This is an optimization exercise on Yosys and OpenROAD, whose aim is small area and a short achievable clock period, not a production implementation.
The RTL was checked by simulation tests, not by an equivalence proof against the original design.
No driver is modelled on the clock port, so clock power and skew are understated where the tree is cut down; a real chip needs a root buffer or a tree.
Power and IR drop assume default switching activity.

`design.v`:
```
module fifo_sync #(
    parameter DATA_WIDTH = 8,
    parameter DEPTH = 32,
    localparam ADDR_WIDTH = $clog2(DEPTH)
)(
    input  wire                  clk,
    input  wire                  reset,
    input  wire                  write_en,
    input  wire                  read_en,
    input  wire [DATA_WIDTH-1:0] data_in,
    output wire [DATA_WIDTH-1:0] data_out,
    output wire                  empty,
    output wire                  full
);
    localparam W  = DATA_WIDTH;
    localparam N  = DEPTH - 1;
    localparam LO = 8;
    localparam HI = DEPTH / LO;
    reg  [W*N-1:0]  sh;
    reg  [LO-1:0]   cnt_lo;
    reg  [HI-1:0]   cnt_hi;
    reg  [W-1:0]    data_out_reg;
    reg             not_empty;
    reg             full_reg;
    assign data_out = data_out_reg;
    assign empty    = ~not_empty;
    assign full     = full_reg;
    wire wr = write_en & ~full_reg;
    wire rd = read_en  & not_empty;
    wire [N-1:0] rd_hot;
    genvar k;
    generate
        for (k = 1; k < DEPTH; k = k + 1) begin : g_hot
            assign rd_hot[k-1] = cnt_hi[k / LO] & cnt_lo[k % LO];
        end
    endgenerate
    wire [W-1:0] data_out_next;
    fifo_sync_rdmux #(.W(W), .N(N)) u_rdmux (.hot(rd_hot), .words(sh), .rd(rd),
                                             .q(data_out_reg), .d(data_out_next));
    wire n_is_1  = cnt_hi[0] & cnt_lo[1];
    wire n_is_30 = cnt_hi[30 / LO] & cnt_lo[30 % LO];
    wire grow   = wr & ~rd;
    wire shrink = rd & ~wr;
    wire [LO-1:0] lo_up = {cnt_lo[LO-2:0], cnt_lo[LO-1]};
    wire [LO-1:0] lo_dn = {cnt_lo[0], cnt_lo[LO-1:1]};
    wire [HI-1:0] hi_up = cnt_lo[LO-1] ? {cnt_hi[HI-2:0], cnt_hi[HI-1]} : cnt_hi;
    wire [HI-1:0] hi_dn = cnt_lo[0]    ? {cnt_hi[0], cnt_hi[HI-1:1]}    : cnt_hi;
    always @(posedge clk) begin
        if (wr)
            sh <= {sh[W*(N-1)-1:0], data_in};
    end
    always @(posedge clk or posedge reset) begin
        if (reset) begin
            cnt_lo       <= {{(LO-1){1'b0}}, 1'b1};
            cnt_hi       <= {{(HI-1){1'b0}}, 1'b1};
            data_out_reg <= {W{1'b0}};
            not_empty    <= 1'b0;
            full_reg     <= 1'b0;
        end else begin
            data_out_reg <= data_out_next;
            cnt_lo    <= grow ? lo_up : shrink ? lo_dn : cnt_lo;
            cnt_hi    <= grow ? hi_up : shrink ? hi_dn : cnt_hi;
            not_empty <= grow | (not_empty & ~(shrink & n_is_1));
            full_reg  <= (grow & n_is_30) | (full_reg & ~shrink);
        end
    end
endmodule
module fifo_sync_rdmux #(
    parameter W = 8,
    parameter N = 31
)(
    input  wire [N-1:0]   hot,
    input  wire [W*N-1:0] words,
    input  wire           rd,
    input  wire [W-1:0]   q,
    output wire [W-1:0]   d
);
    reg [W-1:0] y;
    integer i;
    always @* begin
        y = {W{1'b0}};
        for (i = 0; i < N; i = i + 1)
            y = y | (words[W*i +: W] & {W{hot[i]}});
    end
    assign d = rd ? y : q;
endmodule
```
`flow/run.sh`:
```
#!/bin/bash
# Standard layout, with sizing free to change cell footprints; the clock
# tree is built without dummy loads, and its middle level (buffers that
# drive only other clock buffers) is folded into the root buffer's net after
# CTS (flow/collapse.tcl, run as the POST_CTS hook).
bash standard.sh CTS_ARGS="-sink_clustering_enable -repair_clock_nets -dont_use_dummy_load -sink_clustering_size 30 -sink_clustering_max_diameter 100" POST_CTS_TCL="$PWD/flow/collapse.tcl" MATCH_CELL_FOOTPRINT=0 finish > standard.log 2>&1
```
`flow/collapse.tcl`:
```
# Collapse the clock tree's middle level: every clock buffer driven by the
# root buffer that itself drives only clock buffers is removed, and its
# loads are moved onto the root buffer's net.
proc clk_collapse_mid {} {
  set block [ord::get_db_block]
  set clkport [$block findBTerm clk]
  set cnet [$clkport getNet]
  set roots {}
  foreach it [$cnet getITerms] {
    if {[$it isInputSignal]} { lappend roots [$it getInst] }
  }
  set removed 0
  foreach root $roots {
    set rnet ""
    foreach it [$root getITerms] { if {[$it isOutputSignal]} { set rnet [$it getNet] } }
    if {$rnet eq ""} continue
    foreach it [$rnet getITerms] {
      if {![$it isInputSignal]} continue
      set mid [$it getInst]
      set mnet ""
      foreach jt [$mid getITerms] { if {[$jt isOutputSignal]} { set mnet [$jt getNet] } }
      if {$mnet eq ""} continue
      set loads {}
      set ok 1
      foreach lt [$mnet getITerms] {
        if {[$lt isInputSignal]} {
          lappend loads $lt
          if {![string match "*clkbuf*" [[[$lt getInst] getMaster] getName]]} { set ok 0 }
        }
      }
      if {!$ok || [llength $loads] == 0} continue
      foreach lt $loads { $lt disconnect; $lt connect $rnet }
      odb::dbInst_destroy $mid
      odb::dbNet_destroy $mnet
      incr removed
    }
  }
  puts "clk_collapse_mid: removed $removed middle clock buffers"
}

clk_collapse_mid
estimate_parasitics -placement
repair_timing_helper
detailed_placement
check_placement -verbose
```
`standard.sh`:
```
#!/bin/bash
# synth_recipe.tcl (not shown) runs the flow's synth.tcl, then flattens the netlist and writes it again
# the make line also repeats each setting of config.mk as NAME=value (left out here)
make -C /OpenROAD-flow-scripts/flow DESIGN_CONFIG=/design/flow/config.mk WORK_HOME=/design/flow/orfs CLKGATE_MAP_FILE= SYNTH_SCRIPT=/design/flow/synth_recipe.tcl "${@:-finish}"
```
`config.mk`:
```
export PLATFORM = sky130hd
export DESIGN_NAME = fifo_sync
export DESIGN_NICKNAME = fifo_sync
export VERILOG_FILES = /design/flow/design.v
export SDC_FILE = /design/flow/constraint.sdc
export NUM_CORES = 4
export LEC_CHECK = 0
export CAP_MARGIN = 20
export CORE_MARGIN = 2
export CORE_UTILIZATION = 60
export CTS_CLUSTER_DIAMETER = 100
export CTS_CLUSTER_SIZE = 30
export SETUP_SLACK_MARGIN = 3.0
export SLEW_MARGIN = 20
export SYNTH_HIERARCHICAL = 1
```
`constraint.sdc`:
```
create_clock -name core_clock -period 5.0 [get_ports {clk}]
set_input_delay 1.0000 -clock core_clock [delete_from_list [all_inputs] [get_ports {clk}]]
set_output_delay 1.0000 -clock core_clock [all_outputs]
set_load 0.01 [all_outputs]
```
==> impl_metrics.ini, run 1 <==
[global_routing]
groute.usage.overall = 0.2930
antenna_found_initial = 0
grt_max_degree = 56
gr-total-overflow = 0
grt_pass1_vias = 5461
grt_pass1_wl_um = 35850

[synthesis]
synth_top_area_frac = 0.7404
synth_common_cells = edfxtp_1, a22o_1, a221oi_1, and2_1, a22oi_1
async_reset_ff_frac = 0.08148
post-synth-top-count-cell = edfxtp_1
synth-seq-cells = 270
synth_cell_types = 26
yosys.area.top_type = edfxtp_1
synth_cells = 547
synthesis.area_um2 = 10060
yosys-top-cells-area = edfxtp_1, dfrtp_1, a22o_1
syn-num-nets = 562
ys_seq_area_frac = 0.7954
avgSynthCellArea_um2 = 18.39
yosys_warnings = 8
synth-edff-count = 248
ys.flop_type = edfxtp_1

[sta]
setup_tns_ns = 0
finalSetupViolCount = 0
setup_ws_ns = 2.988
hold_violations = 0
tightest_slew_ns = 0.8180
fmaxAchievable_mhz = 497.1
rsz0062_at_grt = true
fin_crit_sh = 0.4023
max_slew_margin = 0.4547
period_minus_slack_ns = 2.012
slew_violations = 0
holdWs_ns = 0.4606
worst_clock_skew_ns = 0.01488

[power_and_ir_drop]
comb_power_share = 0.030
power_per_cell_area_nw_per_um2 = 345.5
p_seq_frac = 0.710
switchingPower_uw = 761.0
ir_drop_v = 0.0003012
p_int_uw = 3012
clockPowerShare = 0.260
leakage_uw = 0.003711
swShare = 0.2017

[die]
start_util = 0.6109
rows = 47
ios = 22
core_area_um2 = 16470
dieArea_um2 = 17820
die_w_um = 133.5
die_h_um = 133.5

[cells_and_area]
syn_to_final_growth_pct = 8.571
insertedDiodeCount = 0
layout-drive-gt1-share = 0.1670
largest_reg_flops = 248
post-route-util = 0.6632
n_fill_cell = 1132
final_nets = 580
instances_no_fill = 783

[worst_setup_path]
critical_path_class = register to register
cpPeakStageDelay_ns = 0.47
arrival_ns = 2.32
crit_chain = and2_1 -> a22o_1 -> a221oi_1 -> nand3_1 -> o32a_1
startpoint_type = register
cp_max_fo = 8
critical_path_required_ns = 5.31
critPathSlowestCell = dfrtp_1
cp-end-kind = register

[routing]
routed-via-count = 5561
ant_nets = 0
route.detailed.drc = 0
first_pass_iters = 5
drt_iter0_markers = 668
via_per_inst = 7.102
wl_per_cell_um = 32.35
postRouteWirelength_um = 25330

[place]
numPortBuffers = 21
placed_cells = 752
post-place-ws_ns = 1.440
dpl.hpwl_um = 13670
gp_congestion = 0.8168

[cts]
cts.clk_slew.worst_paths_ns = 0.12
clk_latency_ns = 0.42
clock-sinks = 270

[flow_run]
max_cap_violations = 0

[hold_path]
hold_path.class = register to register

[outcome]
status = finished clean
-- through the flow --
stage / cell area [µm²] / power (µW)
global placement: 10370 / 2812
global route: 10920 / 3875
detailed placement: 10370 / 2818
floorplan: 10070 / 2760
finish: 10920 / 3773
-- critical path: cells and delay by family, from the launching register on --
kind / cells / cell delay (ns)
flops: 1 / 0.47
simple gates: 2 / 0.54
compound gates: 3 / 0.88
-- layer usage --
metal  vias up  wire length [µm]  track usage
met1      2904             10150       0.4166
met2       331             12040       0.4568
met3        54              2384      0.06621
met4         0               754       0.1022
met5         -                 0            0
li1       2272                 -            -
-- cells in the final DEF, fill, tap and decap left out, types with 3 or more instances in the layout --
| master | count |
|---|---|
| o32a_1 | 8 |
| and2_4 | 12 |
| clkdlybuf4s50_1 | 9 |
| a22oi_1 | 24 |
| a22o_1 | 49 |
| o21ai_0 | 6 |
| dfrtp_1 | 19 |
| and2_2 | 13 |
| mux2i_1 | 8 |
| mux2_2 | 5 |
| mux2_4 | 3 |
| a221oi_2 | 5 |
| ha_4 | 3 |
| and2_1 | 6 |
| inv_1 | 3 |
| clkbuf_2 | 9 |
| nand4_1 | 16 |
| buf_4 | 16 |
| nand3_1 | 8 |
| nand2_1 | 17 |
| clkbuf_16 | 12 |
| edfxtp_1 | 248 |
| a221oi_1 | 43 |
-- final timing paths --
check | cells after the start | to | startpoint | slack, ns
setup reg to reg | 5 | data_out_reg[6]$_DFF_PP0_ | cnt_lo[3]$_DFFE_PP0P_ | 2.99
hold reg to reg | 0 | sh[67]$_DFFE_PP_ | sh[59]$_DFFE_PP_ | 0.46
setup / recovery | 5 | data_out_reg[6]$_DFF_PP0_ | cnt_lo[3]$_DFFE_PP0P_ | 2.99
min in group asynchronous | 3 | cnt_hi[2]$_DFFE_PP0P_ | reset | 0.95
max in group asynchronous | 3 | cnt_lo[0]$_DFFE_PP1P_ | reset | 3.73
hold / removal | 0 | sh[67]$_DFFE_PP_ | sh[59]$_DFFE_PP_ | 0.46
-- power groups by stage --
stage	Clock [µW]	Sequential [µW]	Combinational [µW]
detailed placement	0	2730	90.2
global placement	0	2720	87.1
global route	1060	2690	121
floorplan	0	2710	51.3
finish	980	2680	113
-- logic make-up (layout without fill, tap and decap cells) --
kind of cell | after synthesis | in the layout | share of synthesized area
compound gates | 138 | 138 | 0.1182
simple gates | 75 | 75 | 0.04118
fa+ha+maj | 3 | 3 | 0.003732
buf+inv | 44 | 60 | 0.02363
flops | 270 | 270 | 0.7954
mux | 17 | 17 | 0.01791
-- final cells by class --
type / count / area, µm² / area share
Sequential cell: 270 / 8001 / 0.7327
Multi-Input combinational cell: 233 / 1934 / 0.1771
Timing Repair Buffer: 44 / 429.2 / 0.03930
Tap cell: 220 / 275.3 / 0.02521
Clock buffer: 10 / 250.2 / 0.02291
Inverter: 5 / 22.52 / 0.002062
Timing Repair inverter: 1 / 7.507 / 0.0006874
==> run 2, diff against run 1 <==
--- a/design.v
+++ b/design.v
@@ -27,16 +27,10 @@
     assign full     = full_reg;
     wire wr = write_en & ~full_reg;
     wire rd = read_en  & not_empty;
-    wire [N-1:0] rd_hot;
-    genvar k;
-    generate
-        for (k = 1; k < DEPTH; k = k + 1) begin : g_hot
-            assign rd_hot[k-1] = cnt_hi[k / LO] & cnt_lo[k % LO];
-        end
-    endgenerate
     wire [W-1:0] data_out_next;
-    fifo_sync_rdmux #(.W(W), .N(N)) u_rdmux (.hot(rd_hot), .words(sh), .rd(rd),
-                                             .q(data_out_reg), .d(data_out_next));
+    fifo_sync_rdmux #(.W(W), .N(N), .LO(LO), .HI(HI)) u_rdmux (
+        .cnt_lo(cnt_lo), .cnt_hi(cnt_hi), .words(sh), .rd(rd),
+        .q(data_out_reg), .d(data_out_next));
     wire n_is_1  = cnt_hi[0] & cnt_lo[1];
     wire n_is_30 = cnt_hi[30 / LO] & cnt_lo[30 % LO];
     wire grow   = wr & ~rd;
@@ -66,10 +60,13 @@
     end
 endmodule
 module fifo_sync_rdmux #(
-    parameter W = 8,
-    parameter N = 31
+    parameter W  = 8,
+    parameter N  = 31,
+    parameter LO = 8,
+    parameter HI = 4
 )(
-    input  wire [N-1:0]   hot,
+    input  wire [LO-1:0]  cnt_lo,
+    input  wire [HI-1:0]  cnt_hi,
     input  wire [W*N-1:0] words,
     input  wire           rd,
     input  wire [W-1:0]   q,
@@ -79,8 +76,8 @@
     integer i;
     always @* begin
         y = {W{1'b0}};
-        for (i = 0; i < N; i = i + 1)
-            y = y | (words[W*i +: W] & {W{hot[i]}});
+        for (i = 1; i <= N; i = i + 1)
+            y = y | (words[W*(i-1) +: W] & {W{cnt_hi[i / LO] & cnt_lo[i % LO]}});
     end
     assign d = rd ? y : q;
 endmodule
--- a/config.mk
+++ b/config.mk
@@ -10,6 +10,6 @@
 export CORE_UTILIZATION = 60
 export CTS_CLUSTER_DIAMETER = 100
 export CTS_CLUSTER_SIZE = 30
-export SETUP_SLACK_MARGIN = 3.0
+export SETUP_SLACK_MARGIN = 3.15
 export SLEW_MARGIN = 20
 export SYNTH_HIERARCHICAL = 1
==> run 2 against run 1 <==
Effect of this change:
- sequential share of layout area shrank 0.46 points
- area after synthesis grew 0.50%
- global-route usage shrank 4.2 points
- sequential power shrank 9.3%
- routed wire length shrank 13%
- total power shrank 9.4%
- critical path type is now register to output port
==> impl_metrics.ini, run 2 <==
[worst_setup_path]
cp-end-kind = output port
critical_path_required_ns = 4.00
startpoint_type = register
rr_worst_depth = 4
r2r-start = cnt_hi[2]$_DFFE_PP0P_
cp_max_fo = 2
regToRegSetupSlack_ns = 3.24
worst_r2r_endpoint = data_out_reg[6]$_DFF_PP0_
critical_path_class = register to output port
arrival_ns = 1.00

[routing]
routed-via-count = 5734
drt_iter0_markers = 859
wl_per_cell_um = 26.45
ant_nets = 0
via_per_inst = 6.892
postRouteWirelength_um = 22010
route.detailed.drc = 0
first_pass_iters = 5

[place]
gp_congestion = 0.7658
placed_area_um2 = 10440
dpl.hpwl_um = 11190
numPortBuffers = 21
post-place-ws_ns = 1.844

[synthesis]
synth_top_area_frac = 0.7367
synth_common_cells = edfxtp_1, a22oi_1, a21oi_1, nand3_1, dfrtp_1
async_reset_ff_frac = 0.08148
synth-seq-cells = 270
synth_top_family_by_area = compound AO/OA/AOI/OAI gates
synth_xor_area_frac = 0
synth-edff-count = 248
syn-num-nets = 598
avgSynthCellArea_um2 = 17.34
post-synth-top-count-cell = edfxtp_1
ys.flop_type = edfxtp_1
ys_seq_area_frac = 0.7914
synthesis.area_um2 = 10110
synth_cell_types = 31
synth-simple-area-share = 0.03367
synth_compound_area_frac = 0.1250
synthAdderAreaFrac = 0.003713
yosys-top-cells-area = edfxtp_1, a22oi_1, dfrtp_1
yosys.area.top_type = edfxtp_1
synth_cells = 583
yosys_warnings = 8
synth_mux_area_frac = 0.01782

[cells_and_area]
syn_to_final_growth_pct = 9.036
largest_reg_flops = 248
layout_commonest_cell = edfxtp_1
insertedDiodeCount = 0
layout-drive-gt1-share = 0.1438
finalInstanceArea_um2 = 11020
n_fill_cell = 1124
final_cell_mix = edfxtp_1, a22oi_1, a21oi_1, buf_4, nand3_1
final_nets = 629

[sta]
finalSetupViolCount = 0
slew_violations = 0
fmaxAchievable_mhz = 499.3
max_slew_margin = 0.5176
tightest_slew_ns = 0.7236
rsz0062_at_grt = true
setup_ws_ns = 2.997
period_minus_slack_ns = 2.003
fin_crit_sh = 0.4006
hold_violations = 0
worst_clock_skew_ns = 0.01184
holdWs_ns = 0.4474

[die]
dieArea_um2 = 17900
die_h_um = 133.8
rows = 47
core_area_um2 = 16520
ios = 22
die_w_um = 133.8
start_util = 0.6117

[flow_run]
max_cap_violations = 0

[global_routing]
groute.usage.overall = 0.2505
grt_max_degree = 98
gr-total-overflow = 0
grt_pass1_vias = 5492
antenna_found_initial = 0
grt_pass1_wl_um = 32930

[hold_path]
hold_path.class = register to register
hold-path-cell-count = 0
min_from = sh[176]$_DFFE_PP_
hold_end = sh[184]$_DFFE_PP_

[power_and_ir_drop]
p_seq_frac = 0.710
power_per_cell_area_nw_per_um2 = 310.2
leakage_uw = 0.003244
clockPowerShare = 0.286
swShare = 0.1813
switchingPower_uw = 619.8
comb_power_share = 0.004
ir_drop_v = 0.0002635
p_int_uw = 2799

[cts]
clk_latency_ns = 0.42
clock-sinks = 270
cts.clk_slew.worst_paths_ns = 0.11

[outcome]
status = finished clean
## run 2: cells by family (layout without fill, tap and decap cells)
kind of cell | count (synthesis) | in the layout
flops | 270 | 270
compound gates | 180 | 180
simple gates | 68 | 68
buf+inv | 45 | 74
mux | 17 | 17
fa+ha+maj | 3 | 3
## run 2: worst max path at each step
stage	startpoint	endpoint	slack [ns]
5_1_grt	not_empty$_DFF_PP0_	empty	2.95
3_3_place_gp	read_en	cnt_hi[3]$_DFFE_PP0P_	1.91
2_1_floorplan	write_en	cnt_hi[1]$_DFFE_PP0P_	-1.06
6_report	not_empty$_DFF_PP0_	empty	3.00
3_5_place_dp	read_en	cnt_hi[3]$_DFFE_PP0P_	1.84
## run 2: critical path: stages, from the launching register on
cell	delay, ns
dfrtp_1	0.41
inv_1	0.06
buf_2	0.12
## run 2: final cells by class
cell class	count	area [µm²]	share of cell area
multi-input cells	268	1916	0.1738
clock buffers	10	250.2	0.02270
well taps	220	275.3	0.02497
inverters	9	63.81	0.005790
flip-flops and latches	270	8025	0.7281
repair buffers	55	491.7	0.04461
## run 2: stage by stage
stage | power [µW] | utilization | std cells | setup TNS [ns]
5_1_grt | 3520 | 0.6670 | 832 | 0
6_report | 3419 | 0.6670 | 832 | 0
2_1_floorplan | 2481 | - | 583 | -50.01
3_3_place_gp | 2492 | 0.6319 | 796 | 0
3_5_place_dp | 2492 | 0.6319 | 796 | 0
## run 2: routing by layer
metal | wire length (µm) | GRT usage | share of wire
met1 | 9690 | 0.3883 | 0.44
met2 | 10110 | 0.3678 | 0.46
met3 | 1811 | 0.05329 | 0.082
met4 | 392 | 0.06974 | 0.018
met5 | 0 | 0 | 0
## run 2: power by group through the flow
stage	Sequential (µW)	Combinational, µW	Clock [µW]
2_1_floorplan	2480	2.74	0
3_3_place_gp	2480	13.8	0
3_5_place_dp	2480	13.9	0
5_1_grt	2430	15.7	1080
6_report	2430	14.3	978
==> run 3, diff against run 2 <==
--- a/config.mk
+++ b/config.mk
@@ -10,6 +10,7 @@
 export CORE_UTILIZATION = 60
 export CTS_CLUSTER_DIAMETER = 100
 export CTS_CLUSTER_SIZE = 30
-export SETUP_SLACK_MARGIN = 3.15
+export GPL_ROUTABILITY_DRIVEN = 0
+export SETUP_SLACK_MARGIN = 3.0
 export SLEW_MARGIN = 20
 export SYNTH_HIERARCHICAL = 1
==> run 3 against run 2 <==
Effect of this change:
- count of clock-buffer cells in the layout did not move
- clock skew increased by 0.0021 ns
- critical path depth unchanged
- register-to-register slack lost 0.14 ns
- via count shrank 1.7%
- total power decreased by 0.26%
- first-iteration DRC count is 7.3% lower
- largest cell class unchanged
- largest power group unchanged
- highest routed layer unchanged
==> impl_metrics.ini, run 3 <==
[sta]
max_slew_margin = 0.3259
fin_crit_sh = 0.4011
fmaxAchievable_mhz = 498.6
worst_clock_skew_ns = 0.01398
slew_violations = 0
tightest_slew_ns = 1.005
period_minus_slack_ns = 2.006
hold_violations = 0
finalSetupViolCount = 0
rsz0062_at_grt = true

[power_and_ir_drop]
total_power_uw = 3410
power_per_cell_area_nw_per_um2 = 313.2
ir_drop_v = 0.0002782
leakage_uw = 0.003163

[routing]
via_per_inst = 6.906
wl_per_cell_um = 26.96
ant_nets = 0
route.detailed.drc = 0
drt_iter0_markers = 796
first_pass_iters = 5
routed-via-count = 5635
postRouteWirelength_um = 22000

[cells_and_area]
insertedDiodeCount = 0
final_nets = 613
finalInstanceArea_um2 = 10890
final_cell_mix = edfxtp_1, a22oi_1, a21oi_1, nand3_1, o22ai_1
layout-drive-gt1-share = 0.1141
largest_reg_flops = 248
syn_to_final_growth_pct = 7.699
layout_commonest_cell = edfxtp_1
post-route-util = 0.6588
n_fill_cell = 1159

[worst_setup_path]
arrival_ns = 1.01
rr_worst_depth = 5
critical_path_class = register to output port
critical_path_required_ns = 4.00
cp_max_fo = 2
startpoint_type = register
cp-end-kind = output port

[synthesis]
synth_cell_types = 31
synth-edff-count = 248
synth_cells = 583
avgSynthCellArea_um2 = 17.34
synth-seq-cells = 270
synth_common_cells = edfxtp_1, a22oi_1, a21oi_1, nand3_1, dfrtp_1
yosys-top-cells-area = edfxtp_1, a22oi_1, dfrtp_1
syn-num-nets = 598
synth_top_area_frac = 0.7367
async_reset_ff_frac = 0.08148
yosys.area.top_type = edfxtp_1
yosys_warnings = 8
post-synth-top-count-cell = edfxtp_1
ys_seq_area_frac = 0.7914
synthesis.area_um2 = 10110
ys.flop_type = edfxtp_1

[die]
start_util = 0.6117
die_w_um = 133.8
die_h_um = 133.8
core_area_um2 = 16520
ios = 22
dieArea_um2 = 17900
rows = 47

[place]
numPortBuffers = 21
placed_area_um2 = 10440
dpl.hpwl_um = 11390

[global_routing]
grtUsageMet3 = 0.05631
use_met1 = 0.3897
top_usage_layer = met1
groute.usage.overall = 0.2562
grt_pass1_vias = 5505
antenna_found_initial = 0
grt_use_met2 = 0.3795
grt_pass1_wl_um = 33450
gr-total-overflow = 0
grt_max_degree = 56

[outcome]
status = finished clean

[cts]
clock-sinks = 270
clk_latency_ns = 0.41
cts.clk_slew.worst_paths_ns = 0.11

[hold_path]
hold-path-cell-count = 0
hold_path.class = register to register

[flow_run]
max_cap_violations = 0
-- run 3: worst paths after layout --
kind,startpoint,end,slack (ns)
worst max register to register,cnt_hi[1]$_DFFE_PP0P_,data_out_reg[5]$_DFF_PP0_,3.10
worst min register to register,sh[108]$_DFFE_PP_,sh[116]$_DFFE_PP_,0.46
worst min-delay path,sh[108]$_DFFE_PP_,sh[116]$_DFFE_PP_,0.46
max in group asynchronous,reset,cnt_lo[6]$_DFFE_PP0P_,3.50
min in group asynchronous,reset,not_empty$_DFF_PP0_,0.99
worst max-delay path,not_empty$_DFF_PP0_,empty,2.99
-- run 3: kinds of logic (layout without fill, tap and decap cells) --
kind of cell    after synthesis  in the layout  share of synthesized area
compound gates              180            180                     0.1250
fa+ha+maj                     3              3                   0.003714
buf+inv                      45             58                    0.02835
flops                       270            270                     0.7914
mux                          17             17                    0.01782
simple gates                 68             68                    0.03367
-- run 3: power by group --
part           internal [µW]  switching [µW]  leakage (µW)
Sequential              2430               0       0.00251
Clock                    364             606      0.000123
Combinational           7.07            6.22      0.000526
-- run 3: worst max-delay path: stages, from the launching register on --
cell and delay [ns]:
dfrtp_1 0.41, inv_1 0.06, buf_2 0.12
-- run 3: metrics by stage --
| stage | hold WS [ns] | TNS [ns] | std cells | worst slack, ns |
|---|---|---|---|---|
| 2_1_floorplan | 0.4271 | -50.01 | 583 | -1.059 |
| 3_3_place_gp | 0.4284 | 0 | 796 | 1.650 |
| 3_5_place_dp | 0.4342 | 0 | 796 | 1.593 |
| 5_1_grt | 0.4679 | 0 | 816 | 2.931 |
| 6_report | 0.4598 | 0 | 816 | 2.995 |
-- run 3: area by class of cell --
cell class | instances | area [µm²] | share of cell area
sequential | 270 | 8011 | 0.7359
multi-input combinational | 268 | 1906 | 0.1750
inverter | 9 | 45.04 | 0.004137
clock buffer | 10 | 250.2 | 0.02299
timing repair buffer | 39 | 399.1 | 0.03666
tap | 220 | 275.3 | 0.02528
-- run 3: layer usage --
metal	routed length, µm	part of all wire	up-vias
li1	-	-	2398
met1	9755	0.44	2917
met2	10210	0.46	299
met3	1720	0.078	21
met4	311	0.014	0
met5	0	0	-
==> run 4, diff against run 3 <==
--- a/config.mk
+++ b/config.mk
@@ -10,7 +10,6 @@
 export CORE_UTILIZATION = 60
 export CTS_CLUSTER_DIAMETER = 100
 export CTS_CLUSTER_SIZE = 30
-export GPL_ROUTABILITY_DRIVEN = 0
 export SETUP_SLACK_MARGIN = 3.0
 export SLEW_MARGIN = 20
 export SYNTH_HIERARCHICAL = 1
==> run 4 against run 3 <==
Effect of this change:
- still clean on timing, DRC and antenna
- synthesized cell count unchanged
- largest cell class unchanged
- clock skew unchanged
- first-iteration DRC count unchanged
==> impl_metrics.ini, run 4 <==
[outcome]
status = finished clean

[flow_run]
max_cap_violations = 0

[cells_and_area]
multi_input_area_um2 = 1906
finalInstanceArea_um2 = 10890
post-route-util = 0.6588
insertedDiodeCount = 0
regArea_um2 = 8011
syn_to_final_growth_pct = 7.699
final_cell_mix = edfxtp_1, a22oi_1, a21oi_1, nand3_1, o22ai_1
layout-drive-gt1-share = 0.1141
final_nets = 613
layout_commonest_cell = edfxtp_1
largest_reg_flops = 248
instances_no_fill = 816
n_fill_cell = 1159

[sta]
period_minus_slack_ns = 2.006
max_slew_margin = 0.3259
fin_crit_sh = 0.4011
hold_violations = 0
fmaxAchievable_mhz = 498.6
tightest_slew_ns = 1.005
finalSetupViolCount = 0
worst_clock_skew_ns = 0.01398
slew_violations = 0
rsz0062_at_grt = true

[global_routing]
grt_pass1_vias = 5505
gr-total-overflow = 0
grt_max_degree = 56
grt_pass1_wl_um = 33450
antenna_found_initial = 0
groute.usage.overall = 0.2562

[cts]
cts.clk_slew.worst_paths_ns = 0.11
clock-sinks = 270
clk_latency_ns = 0.41

[place]
numPortBuffers = 21
placed_cells = 796
dpl.hpwl_um = 11390
gp_congestion = 0.8188
placed_area_um2 = 10440

[hold_path]
hold_end = sh[116]$_DFFE_PP_
hold_path.class = register to register
min_from = sh[108]$_DFFE_PP_
hold-path-cell-count = 0

[synthesis]
ys.flop_type = edfxtp_1
yosys_warnings = 8
yosys-top-cells-area = edfxtp_1, a22oi_1, dfrtp_1
synth_top_area_frac = 0.7367
avgSynthCellArea_um2 = 17.34
yosys.area.top_type = edfxtp_1
synth-seq-cells = 270
syn-num-nets = 598
async_reset_ff_frac = 0.08148
synth_cells = 583
synthesis.area_um2 = 10110
post-synth-top-count-cell = edfxtp_1
ys_seq_area_frac = 0.7914
synth_cell_types = 31
synth-edff-count = 248
synth_common_cells = edfxtp_1, a22oi_1, a21oi_1, nand3_1, dfrtp_1

[routing]
drt_iter0_markers = 796
first_pass_iters = 5
postRouteWirelength_um = 22000
wl_per_cell_um = 26.96
via_per_inst = 6.906
routed-via-count = 5635
route.detailed.drc = 0
ant_nets = 0

[power_and_ir_drop]
clockPowerShare = 0.284
p_seq_frac = 0.712
p_int_uw = 2798
switchingPower_uw = 611.8
comb_power_share = 0.004
ir_drop_v = 0.0002782
leakage_uw = 0.003163
power_per_cell_area_nw_per_um2 = 313.2
swShare = 0.1794
total_power_uw = 3410

[die]
ios = 22
start_util = 0.6117
dieArea_um2 = 17900
die_h_um = 133.8
rows = 47
die_w_um = 133.8
core_area_um2 = 16520

[worst_setup_path]
r2r-start = cnt_hi[1]$_DFFE_PP0P_
rr_worst_depth = 5
arrival_ns = 1.01
critical_path_class = register to output port
cp-startpoint = not_empty$_DFF_PP0_
critical_path_required_ns = 4.00
cp_max_fo = 2
regToRegSetupSlack_ns = 3.10
cp-end-kind = output port
worst_r2r_endpoint = data_out_reg[5]$_DFF_PP0_
startpoint_type = register
==> run 4: worst max-delay path by stage <==
stage                            endpoint  slack, ns  cells after the start
floorplan           cnt_hi[1]$_DFFE_PP0P_      -1.06                      7
global placement    cnt_hi[1]$_DFFE_PP0P_       1.65                      6
detailed placement  cnt_hi[1]$_DFFE_PP0P_       1.59                      6
global route                        empty       2.93                      2
finish                              empty       2.99                      2
==> run 4: routing by layer <==
layer	share of wire	up-vias	track usage
met2	0.46	299	0.3795
met1	0.44	2917	0.3897
li1	-	2398	-
met5	0	-	0
met3	0.078	21	0.05631
met4	0.014	0	0.07565
==> run 4: cell families (layout without fill, tap and decap cells) <==
family                     after synthesis  in the layout  synth area share
AOI/OAI and AO/OA                      180            180            0.1250
adders and majority gates                3              3          0.003714
and+or+nand+nor                         68             68           0.03367
buffers and inverters                   45             58           0.02835
DFF                                    270            270            0.7914
muxes                                   17             17           0.01782
==> run 4: metrics by stage <==
step | setup TNS [ns] | hold WS, ns | worst slack (ns)
after detailed placement | 0 | 0.4342 | 1.593
after global routing | 0 | 0.4679 | 2.931
after floorplan | -50.01 | 0.4271 | -1.059
final | 0 | 0.4598 | 2.995
after global placement | 0 | 0.4284 | 1.650
==> run 4: final cells by class <==
cell class | count | area share
Multi-Input combinational cell | 268 | 0.1750
Inverter | 9 | 0.004137
Timing Repair Buffer | 39 | 0.03666
Clock buffer | 10 | 0.02299
Tap cell | 220 | 0.02528
Sequential cell | 270 | 0.7359
==> run 4: worst max-delay path: stages (launching register included) <==
cell,delay (ns)
dfrtp_1,0.41
inv_1,0.06
buf_2,0.12
==> run 4: power by group through the flow <==
stage,Clock (µW),Combinational [µW],Sequential (µW)
floorplan,0,2.74,2480
global placement,0,13.6,2480
detailed placement,0,13.9,2480
global route,1060,14.4,2430
finish,970,13.3,2430
==> run 5, diff against run 4 <==
--- a/config.mk
+++ b/config.mk
@@ -7,7 +7,7 @@
 export LEC_CHECK = 0
 export CAP_MARGIN = 20
 export CORE_MARGIN = 2
-export CORE_UTILIZATION = 60
+export CORE_UTILIZATION = 45
 export CTS_CLUSTER_DIAMETER = 100
 export CTS_CLUSTER_SIZE = 30
 export SETUP_SLACK_MARGIN = 3.0
==> run 5 against run 4 <==
Effect of this change:
- still clean on timing, DRC and antenna
- clock power about the same
- maximum frequency rose by 1.1%
- final cell count grew 7.7%
- register-to-register slack lost 0.02 ns
- synthesized cell count stayed put
- hold slack lost 0.0018 ns
- area after synthesis unchanged
- first-iteration DRC count decreased by 5.8%
- count of clock-buffer cells in the layout is the same
- flip-flop and latch count is the same
- non-clock buffer count is 3 higher
- largest power group unchanged
- highest routed layer unchanged
==> impl_metrics.ini, run 5 <==
[cts]
clk_latency_ns = 0.42
clock-sinks = 270
cts.clk_slew.worst_paths_ns = 0.11

[sta]
worst_clock_skew_ns = 0.01360
fin_crit_sh = 0.3966
finalSetupViolCount = 0
rsz0062_at_grt = true
setup_ws_ns = 3.017
fmaxAchievable_mhz = 504.3
hold_violations = 0
period_minus_slack_ns = 1.983
tightest_slew_ns = 0.9382
holdWs_ns = 0.4579
slew_violations = 0
max_slew_margin = 0.3745
setup_tns_ns = 0

[die]
start_util = 0.4603
dieArea_um2 = 23680
die_h_um = 153.9
rows = 54
core_area_um2 = 21960
die_w_um = 153.9
ios = 22

[synthesis]
syn-num-nets = 598
post-synth-top-count-cell = edfxtp_1
synthesis.area_um2 = 10110
yosys-top-cells-area = edfxtp_1, a22oi_1, dfrtp_1
avgSynthCellArea_um2 = 17.34
synth_top_area_frac = 0.7367
ys.flop_type = edfxtp_1
synth_common_cells = edfxtp_1, a22oi_1, a21oi_1, nand3_1, dfrtp_1
synth_cells = 583
yosys_warnings = 8
yosys.area.top_type = edfxtp_1
async_reset_ff_frac = 0.08148
synth-seq-cells = 270
synth-edff-count = 248
synth_cell_types = 31
ys_seq_area_frac = 0.7914

[routing]
wl_per_cell_um = 25.61
postRouteWirelength_um = 22510
first_pass_iters = 5
ant_nets = 0
drt_iter0_markers = 750
route.detailed.drc = 0
via_per_inst = 6.402
routed-via-count = 5627

[global_routing]
antenna_found_initial = 0
grt_pass1_wl_um = 33980
grt_pass1_vias = 5407
gr-total-overflow = 0
grt_max_degree = 54
groute.usage.overall = 0.1949

[worst_setup_path]
critical_path_class = register to output port
arrival_ns = 0.98
critical_path_required_ns = 4.00
startpoint_type = register
cp_max_fo = 2
cp-end-kind = output port

[power_and_ir_drop]
p_int_uw = 2799
swShare = 0.1800
power_per_cell_area_nw_per_um2 = 311.0
switchingPower_uw = 614.3
clockPowerShare = 0.285
leakage_uw = 0.003184
ir_drop_v = 0.0001867
total_power_uw = 3413
comb_power_share = 0.004
p_seq_frac = 0.711

[hold_path]
hold_path.class = register to register

[outcome]
status = finished clean

[cells_and_area]
syn_to_final_growth_pct = 8.590
n_fill_cell = 1774
insertedDiodeCount = 0
largest_reg_flops = 248
layout-drive-gt1-share = 0.1185
layout_commonest_cell = edfxtp_1
final_cell_mix = edfxtp_1, a22oi_1, a21oi_1, nand3_1, o22ai_1
final_nets = 616

[place]
dpl.hpwl_um = 11720
numPortBuffers = 21
gp_congestion = 0.7905
post-place-ws_ns = 1.507

[flow_run]
max_cap_violations = 0
## run 5: cell type report
cell class              instances  area, µm²  share of cell area
flip-flops and latches        270       8011              0.7299
multi-input cells             268       1898              0.1729
repair buffers                 42      425.4             0.03876
well taps                     280      350.3             0.03192
clock buffers                  10      250.2             0.02280
inverters                       9      41.29            0.003762
## run 5: path summary, 6_finish.rpt
path                            depth (start not counted)  slack, ns                   endpoint                  start
worst max-delay path                                    2       3.02                      empty    not_empty$_DFF_PP0_
worst min-delay path                                    0       0.46           sh[95]$_DFFE_PP_       sh[87]$_DFFE_PP_
worst max register to register                          5       3.08  data_out_reg[0]$_DFF_PP0_  cnt_lo[5]$_DFFE_PP0P_
worst min register to register                          0       0.46           sh[95]$_DFFE_PP_       sh[87]$_DFFE_PP_
max in group asynchronous                               3       3.42      cnt_hi[0]$_DFFE_PP1P_                  reset
min in group asynchronous                               2       0.97         full_reg$_DFF_PP0_                  reset
## run 5: power by group through the flow
stage | sequential, µW | combinational, µW | clock (µW)
floorplan | 2480 | 2.74 | 0
global placement | 2480 | 14.1 | 0
detailed placement | 2480 | 15.8 | 0
global route | 2430 | 16.1 | 1070
finish | 2430 | 15.0 | 971
## run 5: critical path: stages, from the launching register on
cell,delay (ns)
dfrtp_1,0.40
inv_1,0.05
buf_2,0.12
## run 5: per-layer routing
| metal | wire length, µm | global-route usage |
|---|---|---|
| met1 | 9951 | 0.2798 |
| met5 | 0 | 0 |
| met4 | 454 | 0.06008 |
| met3 | 1498 | 0.04538 |
| met2 | 10610 | 0.2997 |
## run 5: through the flow
| stage | utilization | area, µm² | instances |
|---|---|---|---|
| final | 0.4999 | 10980 | 879 |
| after global routing | 0.4999 | 10980 | 879 |
| after detailed placement | 0.4802 | 10550 | 859 |
| after global placement | 0.4795 | 10530 | 858 |
| after floorplan | - | 10130 | 583 |
## run 5: cell families (layout without fill, tap and decap cells)
family,after synthesis,count (layout),synth area share
flops,270,270,0.7914
compound gates,180,180,0.1250
simple gates,68,68,0.03367
buf+inv,45,61,0.02835
mux,17,17,0.01782
fa+ha+maj,3,3,0.003714
==> run 6, diff against run 5 <==
--- a/config.mk
+++ b/config.mk
@@ -7,7 +7,7 @@
 export LEC_CHECK = 0
 export CAP_MARGIN = 20
 export CORE_MARGIN = 2
-export CORE_UTILIZATION = 45
+export CORE_UTILIZATION = 52
 export CTS_CLUSTER_DIAMETER = 100
 export CTS_CLUSTER_SIZE = 30
 export SETUP_SLACK_MARGIN = 3.0
==> run 6 against run 5 <==
Effect of this change:
- area after synthesis did not move
- register-to-register slack improved by 0.06 ns
- flip-flop and latch count did not move
- critical path depth decreased by 1
==> impl_metrics.ini, run 6 <==
[synthesis]
synth-simple-area-share = 0.03367
ys.flop_type = edfxtp_1
synth_compound_area_frac = 0.1250
synth_cells = 583
synthesis.area_um2 = 10110
yosys_warnings = 8
synthAdderAreaFrac = 0.003713
async_reset_ff_frac = 0.08148
synth_xor_area_frac = 0
avgSynthCellArea_um2 = 17.34
ys_seq_area_frac = 0.7914
synth_top_family_by_area = compound AO/OA/AOI/OAI gates
synth_cell_types = 31
yosys.area.top_type = edfxtp_1
synth-seq-cells = 270
synth_common_cells = edfxtp_1, a22oi_1, a21oi_1, nand3_1, dfrtp_1
synth_mux_area_frac = 0.01782
synth_top_area_frac = 0.7367
post-synth-top-count-cell = edfxtp_1
synth-edff-count = 248
yosys-top-cells-area = edfxtp_1, a22oi_1, dfrtp_1
syn-num-nets = 598

[flow_run]
max_cap_violations = 0

[cells_and_area]
instances_no_fill = 864
multi_input_area_um2 = 1894
post-route-util = 0.5799
layout_commonest_cell = edfxtp_1
syn_to_final_growth_pct = 8.380
regArea_um2 = 8011
layout-drive-gt1-share = 0.1242
final_nets = 621
largest_reg_flops = 248
insertedDiodeCount = 0
final_cell_mix = edfxtp_1, a22oi_1, a21oi_1, nand3_1, buf_4
n_fill_cell = 1485

[die]
die_h_um = 143.4
core_area_um2 = 18890
ios = 22
die_w_um = 143.4
rows = 50
start_util = 0.5350
dieArea_um2 = 20570

[power_and_ir_drop]
leakage_uw = 0.003197
power_per_cell_area_nw_per_um2 = 312.3
ir_drop_v = 0.0003101

[global_routing]
gr-total-overflow = 0
grtUsageMet3 = 0.04099
grt_use_met2 = 0.3539
use_met1 = 0.3320
top_usage_layer = met2
antenna_found_initial = 0
grt_pass1_vias = 5568
grt_pass1_wl_um = 34040
grt_max_degree = 93
groute.usage.overall = 0.2275

[worst_setup_path]
cpPeakStageDelay_ns = 0.44
crit_family = flip-flops
cp_max_fo = 2
regToRegSetupSlack_ns = 3.14
critical_path_class = register to output port
critical_path_buf_inv_count = 1
critical_path_required_ns = 4.00
crit_chain = clkbuf_2
startpoint_type = register
critPathSlowestCell = dfrtp_1
cp-end-kind = output port
arrival_ns = 0.99

[sta]
max_slew_margin = 0.3389
slew_violations = 0
period_minus_slack_ns = 1.993
tightest_slew_ns = 0.9905
worst_clock_skew_ns = 0.01610
setup_tns_ns = 0
hold_violations = 0
holdWs_ns = 0.4482
fin_crit_sh = 0.3986
finalSetupViolCount = 0
fmaxAchievable_mhz = 501.8
rsz0062_at_grt = true

[outcome]
status = finished clean

[routing]
drt_iter0_markers = 782
routed-via-count = 5613
wl_per_cell_um = 25.91
first_pass_iters = 5
via_per_inst = 6.497
ant_nets = 0
postRouteWirelength_um = 22390
route.detailed.drc = 0

[cts]
clk_latency_ns = 0.42
cts.clk_slew.worst_paths_ns = 0.12
clock-sinks = 270

[hold_path]
hold_path.class = register to register

[place]
dpl.hpwl_um = 11600
gp_congestion = 0.7942
placed_cells = 836
numPortBuffers = 21
## run 6: path summary, 6_finish.rpt
check	start	end	depth (start not counted)
min	sh[209]$_DFFE_PP_	sh[217]$_DFFE_PP_	0
max in group asynchronous	reset	cnt_lo[6]$_DFFE_PP0P_	2
min reg2reg	sh[209]$_DFFE_PP_	sh[217]$_DFFE_PP_	0
min in group asynchronous	reset	cnt_hi[3]$_DFFE_PP0P_	2
max reg2reg	cnt_lo[3]$_DFFE_PP0P_	data_out_reg[6]$_DFF_PP0_	4
max	data_out_reg[5]$_DFF_PP0_	data_out[5]	1
## run 6: cell families after synthesis
logic type | after synthesis
simple gates | 68
flops | 270
mux | 17
fa+ha+maj | 3
compound gates | 180
buf+inv | 45
## run 6: metrics by stage
step | setup WS, ns | area, µm² | total power, µW
floorplan | -1.059 | 10130 | 2481
global placement | 1.937 | 10490 | 2491
detailed placement | 1.898 | 10490 | 2492
global route | 2.951 | 10960 | 3524
finish | 3.007 | 10960 | 3422
## run 6: layout make-up
cell class	instances	share of cell area
timing repair buffer	47	0.03952
tap	260	0.02969
sequential	270	0.7313
clock buffer	10	0.02284
inverter	9	0.003769
multi-input combinational	268	0.1729
## run 6: routing by layer
| layer | vias up | part of all wire | wire, µm |
|---|---|---|---|
| met5 | - | 0 | 0 |
| met3 | 38 | 0.056 | 1263 |
| met4 | 0 | 0.020 | 457 |
| li1 | 2415 | - | - |
| met2 | 229 | 0.47 | 10540 |
| met1 | 2931 | 0.45 | 10130 |
## run 6: power by group
group | leakage (µW) | internal, µW | total (µW) | switching [µW]
Combinational | 0.000560 | 7.08 | 12.9 | 5.82
Sequential | 0.00251 | 2430 | 2430 | 0
Clock | 0.000123 | 365 | 982 | 617
==> run 7, diff against run 6 <==
==> flow/run.sh (replaced) <==
#!/bin/bash
# Standard layout, with the smallest buffer on the ports and sizing free to
# change cell footprints; the clock
# tree is built without dummy loads, and its middle level (buffers that
# drive only other clock buffers) is folded into the root buffer's net after
# CTS (flow/collapse.tcl, run as the POST_CTS hook).
bash standard.sh CTS_ARGS="-sink_clustering_enable -repair_clock_nets -dont_use_dummy_load -sink_clustering_size 30 -sink_clustering_max_diameter 100" POST_CTS_TCL="$PWD/flow/collapse.tcl" MATCH_CELL_FOOTPRINT=0 BUFFER_PORTS_ARGS="-buffer_cell sky130_fd_sc_hd__buf_1" finish > standard.log 2>&1
--- a/config.mk
+++ b/config.mk
@@ -7,7 +7,7 @@
 export LEC_CHECK = 0
 export CAP_MARGIN = 20
 export CORE_MARGIN = 2
-export CORE_UTILIZATION = 52
+export CORE_UTILIZATION = 60
 export CTS_CLUSTER_DIAMETER = 100
 export CTS_CLUSTER_SIZE = 30
 export SETUP_SLACK_MARGIN = 3.0
==> run 7 against run 6 <==
Effect of this change:
- clock power is 0.9% lower
- design area is 1.5% lower
- count of clock-buffer cells in the layout stayed put
- global-route usage is 2.2 points higher
- maximum frequency is 4.0% lower
- largest power group unchanged
- non-clock buffer count is 4 lower
- via count is 0.25% higher
- clock skew is 0.0072 ns lower
- largest cell class unchanged
- routed wire length is 3.7% lower
- area after synthesis stayed put
- setup slack worse by 0.083 ns
- final cell count is 5.1% lower
==> impl_metrics.ini, run 7 <==
[power_and_ir_drop]
leakage_uw = 0.003120
p_int_uw = 2793
swShare = 0.1804
power_per_cell_area_nw_per_um2 = 316.0
p_seq_frac = 0.712
switchingPower_uw = 615.0
comb_power_share = 0.002
clockPowerShare = 0.286
ir_drop_v = 0.0002299

[worst_setup_path]
arrival_ns = 2.17
critical_path_buf_inv_count = 4
critical_path_required_ns = 5.10
cp_max_fo = 97
path_depth = 5
worst_r2r_endpoint = sh[220]$_DFFE_PP_
critical_path_class = input port to register
cpPeakStageDelay_ns = 0.37
crit_chain = clkbuf_2 -> nand2_8 -> clkinvlp_4 -> buf_16 -> buf_12
startpoint_type = input port
critPathSlowestCell = buf_16
crit_family = buffers and inverters
cp-end-kind = register
r2r-start = full_reg$_DFF_PP0_
rr_worst_depth = 5
regToRegSetupSlack_ns = 3.08

[cells_and_area]
syn_to_final_growth_pct = 6.709
layout-drive-gt1-share = 0.1200
insertedDiodeCount = 0
finalInstanceArea_um2 = 10790
largest_reg_flops = 248
layout_commonest_cell = edfxtp_1
final_cell_mix = edfxtp_1, a22oi_1, a21oi_1, nand3_1, buf_4
final_nets = 617

[sta]
worst_clock_skew_ns = 0.008909
tightest_slew_ns = 1.001
max_slew_margin = 0.3283
rsz0062_at_grt = true
period_minus_slack_ns = 2.076
fin_crit_sh = 0.4151
fmaxAchievable_mhz = 481.8
slew_violations = 0
hold_violations = 0
finalSetupViolCount = 0
setup_tns_ns = 0

[hold_path]
hold-path-cell-count = 0
hold_end = sh[103]$_DFFE_PP_
hold_path.class = register to register
min_from = sh[95]$_DFFE_PP_

[routing]
drt_iter0_markers = 712
postRouteWirelength_um = 21570
routed-via-count = 5627
wl_per_cell_um = 26.30
ant_nets = 0
first_pass_iters = 5
via_per_inst = 6.862
route.detailed.drc = 0

[synthesis]
synth_mux_area_frac = 0.01782
synth-edff-count = 248
synth-simple-area-share = 0.03367
yosys.area.top_type = edfxtp_1
async_reset_ff_frac = 0.08148
avgSynthCellArea_um2 = 17.34
synthesis.area_um2 = 10110
ys.flop_type = edfxtp_1
yosys-top-cells-area = edfxtp_1, a22oi_1, dfrtp_1
ys_seq_area_frac = 0.7914
synth_common_cells = edfxtp_1, a22oi_1, a21oi_1, nand3_1, dfrtp_1
synthAdderAreaFrac = 0.003713
synth_top_area_frac = 0.7367
syn-num-nets = 598
synth_cell_types = 31
post-synth-top-count-cell = edfxtp_1
synth_compound_area_frac = 0.1250
synth_cells = 583
synth-seq-cells = 270
synth_top_family_by_area = compound AO/OA/AOI/OAI gates
yosys_warnings = 8
synth_xor_area_frac = 0

[cts]
clock-sinks = 270
clk_latency_ns = 0.41
cts.clk_slew.worst_paths_ns = 0.11

[outcome]
status = finished clean

[die]
die_w_um = 133.8
core_area_um2 = 16520
ios = 22
start_util = 0.6117
rows = 47
dieArea_um2 = 17900
die_h_um = 133.8

[place]
dpl.hpwl_um = 11170
gp_congestion = 0.7659
numPortBuffers = 21
placed_area_um2 = 10290

[global_routing]
grt_max_degree = 98
antenna_found_initial = 0
grt_pass1_vias = 5581
grt_pass1_wl_um = 32800
groute.usage.overall = 0.2497
gr-total-overflow = 0

[flow_run]
max_cap_violations = 0
[run 7: cell types whose count changed in the layout (fill, tap and decap cells not counted), sizes merged]
| cell | previous run | this run |
|---|---|---|
| clkdlybuf4s50 | 9 | 0 |
| buf | 27 | 32 |
| inv | 7 | 5 |
| clkbuf | 20 | 21 |
| clkinv | 0 | 1 |
| clkinvlp | 2 | 3 |
| dlymetal6s2s | 1 | 0 |
[run 7: final cells by class]
class	count	area, µm²
inverter	9	45.04
multi-input combinational	268	1891
timing repair buffer	43	311.5
fill	1200	5738
tap	220	275.3
sequential	270	8014
clock buffer	10	250.2
[run 7: kinds of logic (layout without fill, tap and decap cells)]
family	after synthesis	count (layout)
AOI/OAI and AO/OA	180	180
adders and majority gates	3	3
buffers and inverters	45	62
DFF	270	270
muxes	17	17
and+or+nand+nor	68	68
[run 7: per-layer routing]
metal  share of wire  GRT usage  vias up
met5               0          0        -
met3           0.080    0.04724       35
met2            0.47     0.3630      297
met1            0.43     0.3857     2892
li1                -          -     2403
met4           0.019    0.08865        0
[run 7: through the flow]
| step | std cells | setup WS (ns) | util | hold slack [ns] | power [µW] |
|---|---|---|---|---|---|
| after floorplan | 583 | -1.059 | - | 0.4271 | 2481 |
| after global placement | 794 | 1.810 | 0.6230 | 0.4304 | 2486 |
| after detailed placement | 794 | 1.743 | 0.6230 | 0.4344 | 2486 |
| after global routing | 820 | 2.893 | 0.6528 | 0.4737 | 3503 |
| final | 820 | 2.924 | 0.6528 | 0.4635 | 3408 |
[run 7: worst reg2reg max path, delay by kind of cell (launching register included)]
kind	cells	cell delay [ns]
DFF	1	0.40
and+or+nand+nor	1	0.08
buffers and inverters	4	1.13
[run 7: worst max-delay path by stage]
stage / startpoint / to / slack, ns
floorplan: write_en / cnt_hi[1]$_DFFE_PP0P_ / -1.06
global placement: write_en / sh[67]$_DFFE_PP_ / 1.81
detailed placement: write_en / sh[147]$_DFFE_PP_ / 1.74
global route: write_en / sh[107]$_DFFE_PP_ / 2.89
finish: write_en / sh[220]$_DFFE_PP_ / 2.92
[run 7: power by group through the flow]
| stage | registers, µW | logic [µW] | clock network [µW] |
|---|---|---|---|
| 6_report | 2430 | 8.08 | 973 |
| 5_1_grt | 2430 | 9.22 | 1070 |
| 3_5_place_dp | 2480 | 8.32 | 0 |
| 3_3_place_gp | 2480 | 8.09 | 0 |
| 2_1_floorplan | 2480 | 2.74 | 0 |
==> run 8, diff against run 7 <==
--- a/config.mk
+++ b/config.mk
@@ -10,6 +10,6 @@
 export CORE_UTILIZATION = 60
 export CTS_CLUSTER_DIAMETER = 100
 export CTS_CLUSTER_SIZE = 30
-export SETUP_SLACK_MARGIN = 3.0
+export SETUP_SLACK_MARGIN = 3.15
 export SLEW_MARGIN = 20
 export SYNTH_HIERARCHICAL = 1
==> run 8 against run 7 <==
Effect of this change:
- count of clock-buffer cells in the layout stayed put
- final cell count up 0.85%
- synthesized cell count is the same
- design area grew 1.1%
- critical path type is now register to output port
- largest cell class unchanged
- largest power group unchanged
- highest routed layer unchanged
==> impl_metrics.ini, run 8 <==
[synthesis]
syn-num-nets = 598
ys.flop_type = edfxtp_1
synth_top_area_frac = 0.7367
post-synth-top-count-cell = edfxtp_1
synthesis.area_um2 = 10110
ys_seq_area_frac = 0.7914
avgSynthCellArea_um2 = 17.34
yosys.area.top_type = edfxtp_1
yosys_warnings = 8
synth_cells = 583
synth-seq-cells = 270
synth-edff-count = 248
synth_cell_types = 31
async_reset_ff_frac = 0.08148
synth_common_cells = edfxtp_1, a22oi_1, a21oi_1, nand3_1, dfrtp_1
yosys-top-cells-area = edfxtp_1, a22oi_1, dfrtp_1

[cts]
clk_latency_ns = 0.41
clock-sinks = 270
cts.clk_slew.worst_paths_ns = 0.11

[hold_path]
hold_path.class = register to register
hold_end = sh[204]$_DFFE_PP_
min_from = sh[196]$_DFFE_PP_
hold-path-cell-count = 0

[global_routing]
grt_pass1_wl_um = 32860
grt_pass1_vias = 5534
gr-total-overflow = 0
groute.usage.overall = 0.2498
antenna_found_initial = 0
grt_max_degree = 83

[worst_setup_path]
worst_r2r_endpoint = cnt_hi[3]$_DFFE_PP0P_
cp-end-kind = output port
startpoint_type = register
critical_path_class = register to output port
cp-startpoint = not_empty$_DFF_PP0_
critical_path_required_ns = 4.00
cp_max_fo = 3
arrival_ns = 1.01
r2r-start = full_reg$_DFF_PP0_
rr_worst_depth = 7
regToRegSetupSlack_ns = 3.18

[cells_and_area]
instances_no_fill = 827
regArea_um2 = 8016
final_cell_mix = edfxtp_1, a22oi_1, a21oi_1, nand3_1, buf_4
largest_reg_flops = 248
final_nets = 624
layout_commonest_cell = edfxtp_1
insertedDiodeCount = 0
n_fill_cell = 1141
finalInstanceArea_um2 = 10900
multi_input_area_um2 = 1913
layout-drive-gt1-share = 0.1384
syn_to_final_growth_pct = 7.872

[power_and_ir_drop]
clockPowerShare = 0.284
p_seq_frac = 0.713
ir_drop_v = 0.0002599
comb_power_share = 0.003
switchingPower_uw = 610.5
leakage_uw = 0.003169
p_int_uw = 2794
swShare = 0.1793
power_per_cell_area_nw_per_um2 = 312.2

[place]
post-place-ws_ns = 1.685
dpl.hpwl_um = 11160
gp_congestion = 0.7553
placed_cells = 796
placed_area_um2 = 10310
numPortBuffers = 21

[sta]
max_slew_margin = 0.5259
worst_clock_skew_ns = 0.01066
hold_violations = 0
slew_violations = 0
rsz0062_at_grt = true
finalSetupViolCount = 0
setup_tns_ns = 0
holdWs_ns = 0.4538
fmaxAchievable_mhz = 496.7
period_minus_slack_ns = 2.013
fin_crit_sh = 0.4026
tightest_slew_ns = 0.7111
setup_ws_ns = 2.987

[die]
die_w_um = 133.8
start_util = 0.6117
ios = 22
dieArea_um2 = 17900
rows = 47
die_h_um = 133.8
core_area_um2 = 16520

[routing]
routed-via-count = 5661
drt_iter0_markers = 810
first_pass_iters = 5
route.detailed.drc = 0
wl_per_cell_um = 26.11
postRouteWirelength_um = 21590
ant_nets = 0
via_per_inst = 6.845

[outcome]
status = finished clean

[flow_run]
max_cap_violations = 0
==> run 8: area by class of cell <==
cell class,count,share of cell area
tap,220,0.02524
multi-input combinational,268,0.1754
clock buffer,10,0.02295
timing repair buffer,49,0.03592
inverter,9,0.004590
timing repair inverter,1,0.0006885
sequential,270,0.7352
==> run 8: critical path, cell delays in order, from the launching register on <==
cell and delay (ns):
dfrtp_1 0.42, inv_1 0.06, buf_2 0.12
==> run 8: cell families (layout without fill, tap and decap cells) <==
family                   Yosys count  in the layout  share of synthesized area
flip-flops                       270            270                     0.7914
AO/OA/AOI/OAI                    180            180                     0.1250
AND/OR/NAND/NOR                   68             68                    0.03367
buffers and inverters             45             69                    0.02835
multiplexers                      17             17                    0.01782
adder cells (fa/ha/maj)            3              3                   0.003714
==> run 8: power by group through the flow <==
stage                     clock [µW]  combinational [µW]  sequential [µW]
after floorplan                    0                2.74             2480
after global placement             0                8.31             2480
after detailed placement           0                8.46             2480
after global routing            1060                10.2             2430
final                            968                9.14             2430
==> run 8: per-layer routing <==
metal  vias up  GRT usage  routed length [µm]
li1       2413          -                   -
met1      2936     0.3703                9409
met2       280     0.3752               10040
met3        32    0.05291                1689
met4         0    0.08806                 456
met5         -          0                   0
==> run 8: worst max-delay path by stage <==
stage / to / depth (start not counted) / slack [ns]
global route: empty / 2 / 2.93
global placement: cnt_hi[1]$_DFFE_PP0P_ / 7 / 1.77
floorplan: cnt_hi[1]$_DFFE_PP0P_ / 7 / -1.06
finish: empty / 2 / 2.99
detailed placement: cnt_hi[3]$_DFFE_PP0P_ / 7 / 1.68
==> run 8: metrics by stage <==
step                  util  total power [µW]
finish              0.6599              3404
global route        0.6599              3501
detailed placement  0.6240              2486
global placement    0.6240              2486
floorplan                -              2481

## afterwards: timing with drivers on the ports
How much do the figures lean on ideal ports? The routed layouts below were timed once more, with nothing changed but the port constraints. Step 1 assumes that a clkbuf_16 drives the clock port and a buf_2 every other input. Step 2 moves the port delays by t, midway between the first and last clock arrival at a register: inputs arrive t later, outputs are due t later. That takes back most of the time a late clock gives input paths. a / b / c = ideal ports / drivers / drivers and shift; a / b = the first two.
run | t (ns) | setup slack, ns | worst setup path at the end | slew at the worst register clock pin (ns)
run 1 | 0.457 | 2.988 / 2.969 / 2.594 | input to register | 0.12 / 0.12
run 2 | 0.456 | 2.997 / 2.951 / 2.642 | input to register | 0.11 / 0.11
run 3 | 0.450 | 2.995 / 2.951 / 2.599 | input to register | 0.11 / 0.11
run 4 | 0.450 | 2.995 / 2.951 / 2.599 | input to register | 0.11 / 0.11
run 5 | 0.456 | 3.017 / 2.969 / 2.586 | input to register | 0.11 / 0.11
run 6 | 0.454 | 3.007 / 2.963 / 2.597 | input to register | 0.12 / 0.12
run 7 | 0.454 | 2.924 / 2.945 / 2.492 | input to register | 0.11 / 0.11
run 8 | 0.451 | 2.987 / 2.944 / 2.634 | input to register | 0.11 / 0.11
After both steps every run listed still meets setup and hold. For run 7, which loses most, drivers alone change the setup slack by +0.021 ns; drivers and shift together by -0.432 ns.
